Background: an optimization exercise with open tools, aiming at a short achievable clock period and few clock cycles per item. Do not read the settings as production practice.
Function was checked by simulation only, so behaviour that the tests miss may differ from the original.
Power and IR drop assume default switching activity.

// draw_fpv
module draw_fpv(clock, reset,
                start, done,
                player_pos_x, player_pos_y, player_angle,
                grid_x, grid_y, grid_out,
                vga_x, vga_y, vga_colour, vga_write);
    input clock;
    input reset;
    input start;
    output done;
    input [13:0] player_pos_x;
    input [12:0] player_pos_y;
    input [7:0] player_angle;
    output [5:0] grid_x;
    output [4:0] grid_y;
    input [2:0] grid_out;
    output [7:0] vga_x;
    output [6:0] vga_y;
    output [17:0] vga_colour;
    output vga_write;
    reg [31:0] q;                
    integer i;
    reg [2:0] wp, rp;
    reg [7:0] occ;               
    wire push, pop;
    wire [2:0] push_cell;
    wire push_vert;
    wire room = ~occ[5];
    wire have = occ[0];
    wire [3:0] head = q[{rp, 2'b00} +: 4];
    raytracer rt0 (.clock(clock),
                   .reset(reset),
                   .start(start),
                   .pos_x(player_pos_x),
                   .pos_y(player_pos_y),
                   .angle(player_angle),
                   .grid_x(grid_x),
                   .grid_y(grid_y),
                   .grid_out(grid_out),
                   .room(room),
                   .push(push),
                   .push_cell(push_cell),
                   .push_vert(push_vert));
    draw_vertical_line dvl0 (.clock(clock),
                             .reset(reset),
                             .start(start),
                             .have(have),
                             .wcell(head[3:1]),
                             .vert(head[0]),
                             .pop(pop),
                             .done(done),
                             .vga_x(vga_x),
                             .vga_y(vga_y),
  ...
Size: roughly 860 cells after synthesis, about 200 flip-flops, about 87 I/O pins, about 8400 um2 of cells after synthesis.
==> flow/config.mk <==
export PLATFORM = sky130hd
export DESIGN_NAME = draw_fpv
export DESIGN_NICKNAME = draw_fpv
export VERILOG_FILES = /design/flow/design.v
export SDC_FILE = /design/flow/constraint.sdc
export NUM_CORES = 4
export LEC_CHECK = 0
export ABC_CLOCK_PERIOD_IN_PS = 1800
export CAP_MARGIN = 20
export CORE_MARGIN = 2
export CORE_UTILIZATION = 40
export PLACE_DENSITY = 0.6
export SETUP_SLACK_MARGIN = 2.9
export SLEW_MARGIN = 20
export SYNTH_MEMORY_MAX_BITS = 16384
==> flow/constraint.sdc <==
create_clock -name core_clock -period 4.5 [get_ports {clock}]
set_input_delay 0.9000 -clock core_clock [delete_from_list [all_inputs] [get_ports {clock}]]
set_output_delay 0.9000 -clock core_clock [all_outputs]
set_load 0.01 [all_outputs]
standard.sh (not shown) runs the stock make flow with config.mk's settings and CLKGATE_MAP_FILE= SYNTH_SCRIPT=/design/flow/synth_recipe.tcl, a recipe that flattens the netlist after the stock synthesis.
==> flow/flow/run.sh <==
#!/bin/bash
# The standard layout (the standard.sh, every step), with the platform's
# full and half adder cells added to DONT_USE_CELLS: synthesis then leaves
# adders as plain gates for abc to map for speed, and no later step places
# an adder cell. Registers are synthesized exactly as in the standard flow.
set -euo pipefail
PLATFORM_CONFIG="$FLOW_HOME/platforms/$FLOW_PLATFORM/config.mk"
# the platform's own list: the words after "export DONT_USE_CELLS +=" up to
# the end of that continued line
PLATFORM_DONT_USE=$(awk '/^export DONT_USE_CELLS/{f=1} f{print} f && !/\\$/{exit}' "$PLATFORM_CONFIG" \
    | sed 's/export DONT_USE_CELLS += //; s/\\//g' | tr -s ' \n' ' ')
ADDERS="sky130_fd_sc_hd__fa_1 sky130_fd_sc_hd__fa_2 sky130_fd_sc_hd__fa_4 sky130_fd_sc_hd__fah_1 sky130_fd_sc_hd__fahcin_1 sky130_fd_sc_hd__fahcon_1 sky130_fd_sc_hd__ha_1 sky130_fd_sc_hd__ha_2 sky130_fd_sc_hd__ha_4"
echo "DONT_USE_CELLS=$PLATFORM_DONT_USE $ADDERS" > dont_use.log
bash standard.sh "DONT_USE_CELLS=$PLATFORM_DONT_USE $ADDERS" MATCH_CELL_FOOTPRINT=0 "CTS_ARGS=-repair_clock_nets" "BUFFER_PORTS_ARGS=-buffer_cell sky130_fd_sc_hd__buf_6" finish > standard.log 2>&1
Testbench counts at the start, summed over its fixed seeds: cycles 923,715, frames 64.
Next try:
--- a/flow/flow/run.sh
+++ b/flow/flow/run.sh
@@ -14 +14 @@
-bash standard.sh "DONT_USE_CELLS=$PLATFORM_DONT_USE $ADDERS" MATCH_CELL_FOOTPRINT=0 "CTS_ARGS=-repair_clock_nets" "BUFFER_PORTS_ARGS=-buffer_cell sky130_fd_sc_hd__buf_6" finish > standard.log 2>&1
+bash standard.sh "DONT_USE_CELLS=$PLATFORM_DONT_USE $ADDERS" MATCH_CELL_FOOTPRINT=0 "BUFFER_PORTS_ARGS=-buffer_cell sky130_fd_sc_hd__buf_6" finish > standard.log 2>&1
Settings changed: CORE_UTILIZATION 40 to 65, PLACE_DENSITY 0.6 to 0.8.
What happened: Wire length goes up by a few percent. Via count rose by a few percent. Sequential power barely changes. Synthesized cell count stays the same.
Next try:
--- a/flow/flow/run.sh
+++ b/flow/flow/run.sh
@@ -14 +14 @@
-bash standard.sh "DONT_USE_CELLS=$PLATFORM_DONT_USE $ADDERS" MATCH_CELL_FOOTPRINT=0 "BUFFER_PORTS_ARGS=-buffer_cell sky130_fd_sc_hd__buf_6" finish > standard.log 2>&1
+bash standard.sh "DONT_USE_CELLS=$PLATFORM_DONT_USE $ADDERS" MATCH_CELL_FOOTPRINT=0 "BUFFER_PORTS_ARGS=-buffer_cell sky130_fd_sc_hd__buf_4" finish > standard.log 2>&1
Settings changed: CORE_UTILIZATION 65 to 40, PLACE_DENSITY 0.8 to 0.6.
Fmax stays flat; non-clock buffer count came out lower by 1; die area came out higher by about 60%; flip-flop and latch count stays the same; design area came out lower by about 0.43%; first-iteration DRC count came out lower by 12%; synthesized area does not change.
Next try:
--- a/flow/flow/run.sh
+++ b/flow/flow/run.sh
@@ -2,4 +1,0 @@
-# The standard layout (the standard.sh, every step), with the platform's
-# full and half adder cells added to DONT_USE_CELLS: synthesis then leaves
-# adders as plain gates for abc to map for speed, and no later step places
-# an adder cell. Registers are synthesized exactly as in the standard flow.
@@ -14 +10,2 @@
-bash standard.sh "DONT_USE_CELLS=$PLATFORM_DONT_USE $ADDERS" MATCH_CELL_FOOTPRINT=0 "BUFFER_PORTS_ARGS=-buffer_cell sky130_fd_sc_hd__buf_4" finish > standard.log 2>&1
+bash standard.sh "DONT_USE_CELLS=$PLATFORM_DONT_USE $ADDERS" MATCH_CELL_FOOTPRINT=0 \
+    "BUFFER_PORTS_ARGS=-buffer_cell sky130_fd_sc_hd__buf_6" finish > standard.log 2>&1
Fmax is about the same. Die area does not change. Wire length rises by 2.7%. Global-route usage came out higher by 0.14 points. Sequential share of layout area fell by 0.51 points. Register-to-register slack got worse by 0.02 ns. Worst setup slack gets better by 0.0036 ns.
Next try:
--- a/flow/flow/run.sh
+++ b/flow/flow/run.sh
@@ -1,0 +2,4 @@
+# The standard layout (the standard.sh, every step), with the platform's
+# full and half adder cells added to DONT_USE_CELLS: synthesis then leaves
+# adders as plain gates for abc to map for speed, and no later step places
+# an adder cell. Registers are synthesized exactly as in the standard flow.
@@ -10,2 +14 @@
-bash standard.sh "DONT_USE_CELLS=$PLATFORM_DONT_USE $ADDERS" MATCH_CELL_FOOTPRINT=0 \
-    "BUFFER_PORTS_ARGS=-buffer_cell sky130_fd_sc_hd__buf_6" finish > standard.log 2>&1
+bash standard.sh "DONT_USE_CELLS=$PLATFORM_DONT_USE $ADDERS" MATCH_CELL_FOOTPRINT=0 "BUFFER_PORTS_ARGS=-buffer_cell sky130_fd_sc_hd__buf_6" finish > standard.log 2>&1
Settings changed: PLACE_DENSITY 0.6 to 0.7, SETUP_SLACK_MARGIN 2.9 to 3.0.
What happened: Setup slack gets worse by 0.011 ns; final area rose by a few percent; fmax goes down slightly; total power is higher by a little under a tenth; clock-buffer cell count rose by 8; hold slack gets better by 0.0032 ns; via count is higher by a few percent; sequential power stays flat.
Next try:
Settings changed: PLACE_DENSITY 0.7 to 0.6, SETUP_SLACK_MARGIN 3.0 to 2.9.
The new run completed with no timing, DRC or antenna violations.
First-iteration DRC count fell by 12%.
Count of clock-buffer cells in the layout came out lower by 8.
Register-to-register slack improves by 0.05 ns.
Hold slack got worse by 0.0032 ns.
Sequential power stays flat.
Global-route usage shrinks by 0.33 points.
Non-clock buffer count is lower by 32.
Wire length fell by 4.8%.

[what the ideal ports hide]
Ports are ideal in the flow. The routed layouts listed here were re-timed in OpenROAD. Step 1 sets driving cells, clkbuf_16 on the clock port and buf_2 on the other inputs (assumed; they add their load-dependent delay and slew). Step 2 moves the port delays by t, midway between the first and last clock arrival at a register: inputs arrive t later, outputs are due t later. That takes back most of the time a late clock gives input paths. Three values: ideal ports, drivers, drivers and shift; two values: the first two.
| run | shift t [ns] | slack for setup (ns) | worst hold slack (ns) |
|---|---|---|---|
| the first run | 0.459 | 2.699 / 2.658 / 2.583 | 0.327 / 0.327 / 0.327 |
| the second run | 0.473 | 2.690 / 2.647 / 2.569 | 0.329 / 0.329 / 0.329 |
| the third run | 0.465 | 2.695 / 2.653 / 2.560 | 0.328 / 0.328 / 0.328 |
| the fourth run | 0.459 | 2.699 / 2.658 / 2.583 | 0.327 / 0.327 / 0.327 |
| the fifth run | 0.469 | 2.687 / 2.645 / 2.657 | 0.331 / 0.331 / 0.331 |
| the sixth run | 0.459 | 2.699 / 2.658 / 2.583 | 0.327 / 0.327 / 0.327 |
After both steps setup and hold are still met in every run listed. The setup slack of the third run, which loses most, moves by -0.042 ns with the drivers and by -0.135 ns with both steps.
